This design comes from an exercise in tuning for small area on the open sky130 flow, not from production work.
Only simulation tests tie the RTL to the original design; equivalence was not proved.

==> flow/design.v <==
`default_nettype none
module debouncer(
    input  wire i_clk,
    input  wire i_rst,
    input  wire i_in,
    output wire o_rise
);
    reg q_in, r_in, r_last, different, o_deb;
    reg [2:0] timer;
    wire ztimer = (timer == 3'b000);
    wire first  = (timer == 3'b001);
    wire fb     = ztimer ? different
                : ((~timer[2] & timer[0]) | (timer[2] & timer[1] & ~timer[0]));
    always @(posedge i_clk)
        if (i_rst) begin
            q_in <= 1'b0;
            r_in <= 1'b0;
            r_last <= 1'b0;
            different <= 1'b0;
            o_deb <= 1'b0;
            timer <= 3'b000;
        end else begin
            q_in <= i_in;
            r_in <= q_in;
            r_last <= r_in;
            timer <= {timer[1:0], fb};
            different <= (different & ~ztimer) | (r_in ^ o_deb);
            if (ztimer)
                o_deb <= r_last;
        end
    assign o_rise = o_deb & first & ~(different ^ r_last);
endmodule
`default_nettype wire
`default_nettype wire
module Clock_Generator (
    input  clk,
    input  rst,
    input  btnU,
    input  btnC,
    input  btnD,
    output reg tick,
    output reg reset
);
    wire eU, eC, eD;
    debouncer dU (.i_clk(clk), .i_rst(rst), .i_in(btnU), .o_rise(eU));
    debouncer dC (.i_clk(clk), .i_rst(rst), .i_in(btnC), .o_rise(eC));
    debouncer dD (.i_clk(clk), .i_rst(rst), .i_in(btnD), .o_rise(eD));
    reg pause;
    reg [1:0] i;
    reg [2:0] counter;
    reg slow_clk;
    wire pause_n = pause ^ eC;
    reg  ge;
    always @(*) begin
        case (i)
            2'd0: ge = (counter == 3'd7);
            2'd1: ge = (counter >= 3'd3);
            2'd2: ge = (counter != 3'd0);
            default: ge = 1'b1;
        endcase
    end
    wire toggle = ~pause_n & ge;
    always @(posedge clk) begin
        if (rst) begin
            pause <= 1'b0;
            i <= 2'd0;
            counter <= 3'd0;
            slow_clk <= 1'b0;
            tick <= 1'b0;
            reset <= 1'b0;
        end else begin
            pause <= pause_n;
            if (eD)
                i <= 2'd0;
            else if (~pause_n & eU)
                i <= i + 2'd1;
            if (eD | toggle)
                counter <= 3'd0;
            else if (~pause_n)
                counter <= counter + 3'd1;
            if (toggle)
                slow_clk <= ~slow_clk;
            tick <= toggle & ~slow_clk;
            reset <= eD;
        end
    end
endmodule
module Counter(
    input clk,
    input rst,
    input tick,
    input reset,
    output [31:0] data
);
    reg [3:0] a0, a1, b2, b4, b6, b7;
    reg [2:0] b3, b5;
    function [3:0] inc10(input [3:0] d, input c);
        inc10 = d ^ {c & ((d[3] & d[0]) | (d[2] & d[1] & d[0])),
                     c & d[1] & d[0],
                     c & d[0] & ~d[3],
                     c};
    endfunction
    function [2:0] inc6(input [2:0] d, input c);
        inc6 = d ^ {c & d[0] & (d[2] | d[1]),
                    c & d[0] & ~d[2],
                    c};
    endfunction
    wire c0 = tick;
    wire c1 = c0 & a0[3] & a0[0];
    wire c2 = c1 & a1[3] & a1[0];
    wire c3 = c2 & b2[3] & b2[0];
    wire c4 = c3 & b3[2] & b3[0];
    wire c5 = c4 & b4[3] & b4[0];
    wire c6 = c5 & b5[2] & b5[0];
    wire c7 = c6 & b6[3] & b6[0];
    always @(posedge clk) begin
        if (rst | reset) begin
            a0 <= 4'd0; a1 <= 4'd0; b2 <= 4'd0; b3 <= 3'd0;
            b4 <= 4'd0; b5 <= 3'd0; b6 <= 4'd0; b7 <= 4'd0;
        end else begin
            a0 <= inc10(a0, c0);
            a1 <= inc10(a1, c1);
            b2 <= inc10(b2, c2);
            b3 <= inc6(b3, c3);
            b4 <= inc10(b4, c4);
            b5 <= inc6(b5, c5);
            b6 <= inc10(b6, c6);
            b7 <= inc10(b7, c7);
        end
    end
    assign data = {b7, b6, 1'b0, b5, b4, 1'b0, b3, b2, a1, a0};
endmodule
`default_nettype wire
module Seven_Seg(
    input clk,
    input rst,
    input [31:0] data,
    output [7:0] anode,
    output dp,
    output reg [6:0] cathode
);
    reg [6:0] lfsr;
    reg       step;    
    reg [2:0] idx;     
    reg       valid;   
    wire wrap = lfsr[6] & (lfsr[3:0] == 4'd0);    
    always @(posedge clk) begin
        if (rst) begin
            lfsr <= 7'd0;
            step <= 1'b0;
            idx <= 3'd7;
            valid <= 1'b0;
        end else begin
            lfsr <= wrap ? 7'd0 : {lfsr[5:0], ~(lfsr[6] ^ lfsr[3])};
            step <= wrap;
            if (step) begin
                idx <= idx + 3'd1;
                valid <= 1'b1;
            end
        end
    end
    wire [7:0] sel = valid ? (8'd1 << idx) : 8'd0;
    assign anode = ~sel;
    assign dp = ~(sel[2] | sel[4] | sel[6]);
    wire [3:0] d = ({4{sel[0]}} & data[3:0])   | ({4{sel[1]}} & data[7:4])
                 | ({4{sel[2]}} & data[11:8])  | ({4{sel[3]}} & data[15:12])
                 | ({4{sel[4]}} & data[19:16]) | ({4{sel[5]}} & data[23:20])
                 | ({4{sel[6]}} & data[27:24]) | ({4{sel[7]}} & data[31:28]);
    always @(*) begin
        case (d)
            4'h0: cathode = 7'b1000000;
            4'h1: cathode = 7'b1111001;
            4'h2: cathode = 7'b0100100;
            4'h3: cathode = 7'b0110000;
            4'h4: cathode = 7'b0011001;
            4'h5: cathode = 7'b0010010;
            4'h6: cathode = 7'b0000010;
            4'h7: cathode = 7'b1111000;
            4'h8: cathode = 7'b0000000;
            4'h9: cathode = 7'b0010000;
            4'hA: cathode = 7'b0100100;
            4'hB: cathode = 7'b0110000;
            4'hC: cathode = 7'b0011001;
            4'hD: cathode = 7'b0010010;
            4'hE: cathode = 7'b0000010;
            default: cathode = 7'b1111000;
        endcase
    end
endmodule
`default_nettype wire
`timescale 1ns / 1ps
module Top(
    input clk,
    input rst,
    input btnU,
    input btnC,
    input btnD,
    output dp,
    output [7:0] SevenSegAn,
    output [6:0] SevenSegCat
);
    wire tick, reset;
    Clock_Generator Clock_Generator_inst(.clk(clk), .rst(rst), .btnU(btnU), .btnC(btnC), .btnD(btnD), .tick(tick), .reset(reset));
    wire [31:0] data;
    Counter Counter_inst(.clk(clk), .rst(rst), .tick(tick), .reset(reset), .data(data));
    Seven_Seg Seven_Seg_inst(.clk(clk), .rst(rst), .data(data), .anode(SevenSegAn), .dp(dp), .cathode(SevenSegCat));
endmodule
clock: 10.0 ns
lec_check: 0
cap_margin: 20
core_margin: 2
core_utilization: 40
slew_margin: 20
standard.sh (not shown) runs the stock make flow with config.mk's settings and CLKGATE_MAP_FILE= SYNTH_SCRIPT=/design/flow/synth_recipe.tcl, a recipe that flattens the netlist after the stock synthesis.
==> flow/flow/run.sh <==
#!/bin/bash
# Own layout flow: the standard synthesis, then an area re-mapping of its
# combinational logic (registers untouched: same instances, names and cell
# types), then the standard layout steps with small port buffers and a clock
# tree without dummy loads. Each tool writes its own log in this folder.
set -euo pipefail
W=$(pwd)
F=$W/flow
R=$W/orfs/results/$FLOW_PLATFORM/Top/base
YOSYS=${YOSYS_EXE:-$(command -v yosys || echo /OpenROAD-flow-scripts/tools/install/yosys/bin/yosys)}
LIB=$FLOW_HOME/platforms/sky130hd/lib/sky130_fd_sc_hd__tt_025C_1v80.lib

bash standard.sh synth > $W/standard_synth.log 2>&1
cp $R/1_2_yosys.v $W/standard_synth_netlist.v

# Several re-mappings with different seeds; keep the smallest.
pids=()
for s in $(cat $F/seeds.txt); do
  sed "s/@SEED@/$s/" $F/abc.script > $W/abc_$s.script
  REMAP_LIB=$LIB REMAP_IN=$W/standard_synth_netlist.v REMAP_OUT=$W/remapped_$s.v \
  REMAP_ABC=$W/abc_$s.script $YOSYS -c $F/remap.tcl > $W/remap_$s.log 2>&1 &
  pids+=($!)
  if (( ${#pids[@]} >= 4 )); then
    for p in "${pids[@]}"; do wait $p || true; done
    pids=()
  fi
done
for p in "${pids[@]+"${pids[@]}"}"; do wait $p || true; done
nff=$(grep -c 'sky130_fd_sc_hd__dfxtp_1 ' $W/standard_synth_netlist.v)
best=""; bestA=""
for s in $(cat $F/seeds.txt); do
  [[ -f $W/remapped_$s.v ]] || continue
  grep -q "ERROR" $W/remap_$s.log && continue
  [[ $(grep -c 'sky130_fd_sc_hd__dfxtp_1 ' $W/remapped_$s.v) == $nff ]] || continue
  a=$(grep "Chip area for module" $W/remap_$s.log | tail -1 | awk '{print $NF}')
  # a mapping that lost its logic is not a candidate
  awk -v a=$a -v n=$nff 'BEGIN{exit !(a > n*20.02*1.3)}' || continue
  if [[ -z $best ]] || awk -v a=$a -v b=$bestA 'BEGIN{exit !(a < b)}'; then best=$s; bestA=$a; fi
done
echo "remap: seed $best area $bestA" > $W/remap_choice.log
if [[ -n $best ]]; then
  cp $W/remapped_$best.v $R/1_2_yosys.v
  rm -f $R/1_synth.odb
fi

export BUFFER_PORTS_ARGS="-buffer_cell sky130_fd_sc_hd__buf_1"
export CTS_ARGS="$(cat $F/cts_args.txt)"
bash standard.sh > $W/standard_layout.log 2>&1
Other scripts of this flow, unchanged in this note and not shown: flow/flow/abc.script, flow/flow/cts_args.txt, flow/flow/remap.tcl, flow/flow/seeds.txt
Next try:
--- a/flow/design.v
+++ b/flow/design.v
@@ -92,42 +92,31 @@
     input reset,
     output [31:0] data
 );
     reg [3:0] a0, a1, b2, b4, b6, b7;
     reg [2:0] b3, b5;
-    function [3:0] inc10(input [3:0] d, input c);
-        inc10 = d ^ {c & ((d[3] & d[0]) | (d[2] & d[1] & d[0])),
-                     c & d[1] & d[0],
-                     c & d[0] & ~d[3],
-                     c};
-    endfunction
-    function [2:0] inc6(input [2:0] d, input c);
-        inc6 = d ^ {c & d[0] & (d[2] | d[1]),
-                    c & d[0] & ~d[2],
-                    c};
-    endfunction
     wire c0 = tick;
-    wire c1 = c0 & a0[3] & a0[0];
-    wire c2 = c1 & a1[3] & a1[0];
-    wire c3 = c2 & b2[3] & b2[0];
-    wire c4 = c3 & b3[2] & b3[0];
-    wire c5 = c4 & b4[3] & b4[0];
-    wire c6 = c5 & b5[2] & b5[0];
-    wire c7 = c6 & b6[3] & b6[0];
+    wire c1 = c0 & (a0 == 4'd9);
+    wire c2 = c1 & (a1 == 4'd9);
+    wire c3 = c2 & (b2 == 4'd9);
+    wire c4 = c3 & (b3 == 3'd5);
+    wire c5 = c4 & (b4 == 4'd9);
+    wire c6 = c5 & (b5 == 3'd5);
+    wire c7 = c6 & (b6 == 4'd9);
     always @(posedge clk) begin
         if (rst | reset) begin
             a0 <= 4'd0; a1 <= 4'd0; b2 <= 4'd0; b3 <= 3'd0;
             b4 <= 4'd0; b5 <= 3'd0; b6 <= 4'd0; b7 <= 4'd0;
         end else begin
-            a0 <= inc10(a0, c0);
-            a1 <= inc10(a1, c1);
-            b2 <= inc10(b2, c2);
-            b3 <= inc6(b3, c3);
-            b4 <= inc10(b4, c4);
-            b5 <= inc6(b5, c5);
-            b6 <= inc10(b6, c6);
-            b7 <= inc10(b7, c7);
+            if (c0) a0 <= (a0 == 4'd9) ? 4'd0 : a0 + 4'd1;
+            if (c1) a1 <= (a1 == 4'd9) ? 4'd0 : a1 + 4'd1;
+            if (c2) b2 <= (b2 == 4'd9) ? 4'd0 : b2 + 4'd1;
+            if (c3) b3 <= (b3 == 3'd5) ? 3'd0 : b3 + 3'd1;
+            if (c4) b4 <= (b4 == 4'd9) ? 4'd0 : b4 + 4'd1;
+            if (c5) b5 <= (b5 == 3'd5) ? 3'd0 : b5 + 3'd1;
+            if (c6) b6 <= (b6 == 4'd9) ? 4'd0 : b6 + 4'd1;
+            if (c7) b7 <= (b7 == 4'd9) ? 4'd0 : b7 + 4'd1;
         end
     end
     assign data = {b7, b6, 1'b0, b5, b4, 1'b0, b3, b2, a1, a0};
 endmodule
 `default_nettype wire
Clock-buffer cell count is unchanged. First-iteration DRC count shrinks by 31%. Design area grows by 1.7%. Die area grows by 1.6%. Worst hold slack is worse by 0.0034 ns.

-- static timing again, ports no longer ideal --
The results above use ideal ports. As a check the final layouts listed here were re-extracted and re-timed, cells and wires unchanged.
Step 1, drivers: a clkbuf_16 drives clk and a buf_2 each remaining input, both assumed.
Step 2 times the ports against the registers' clock, not the clock port: input delays grow and output delays shrink by t, the midpoint of the rising clock arrivals with the driver on.
Three values: ideal ports, drivers, drivers and shift; two values: the first two.
run	t (ns)	slack for setup (ns)	hold slack, ns	worst setup path at the end	clock arrival spread, ns
the first run	0.421	4.928 / 4.900 / 5.321	0.436 / 0.436 / 0.436	register to output	0.040 / 0.040
the second run	0.424	5.114 / 5.088 / 5.400	0.432 / 0.432 / 0.432	register to register	0.039 / 0.039
After both steps every run listed still meets setup and hold.
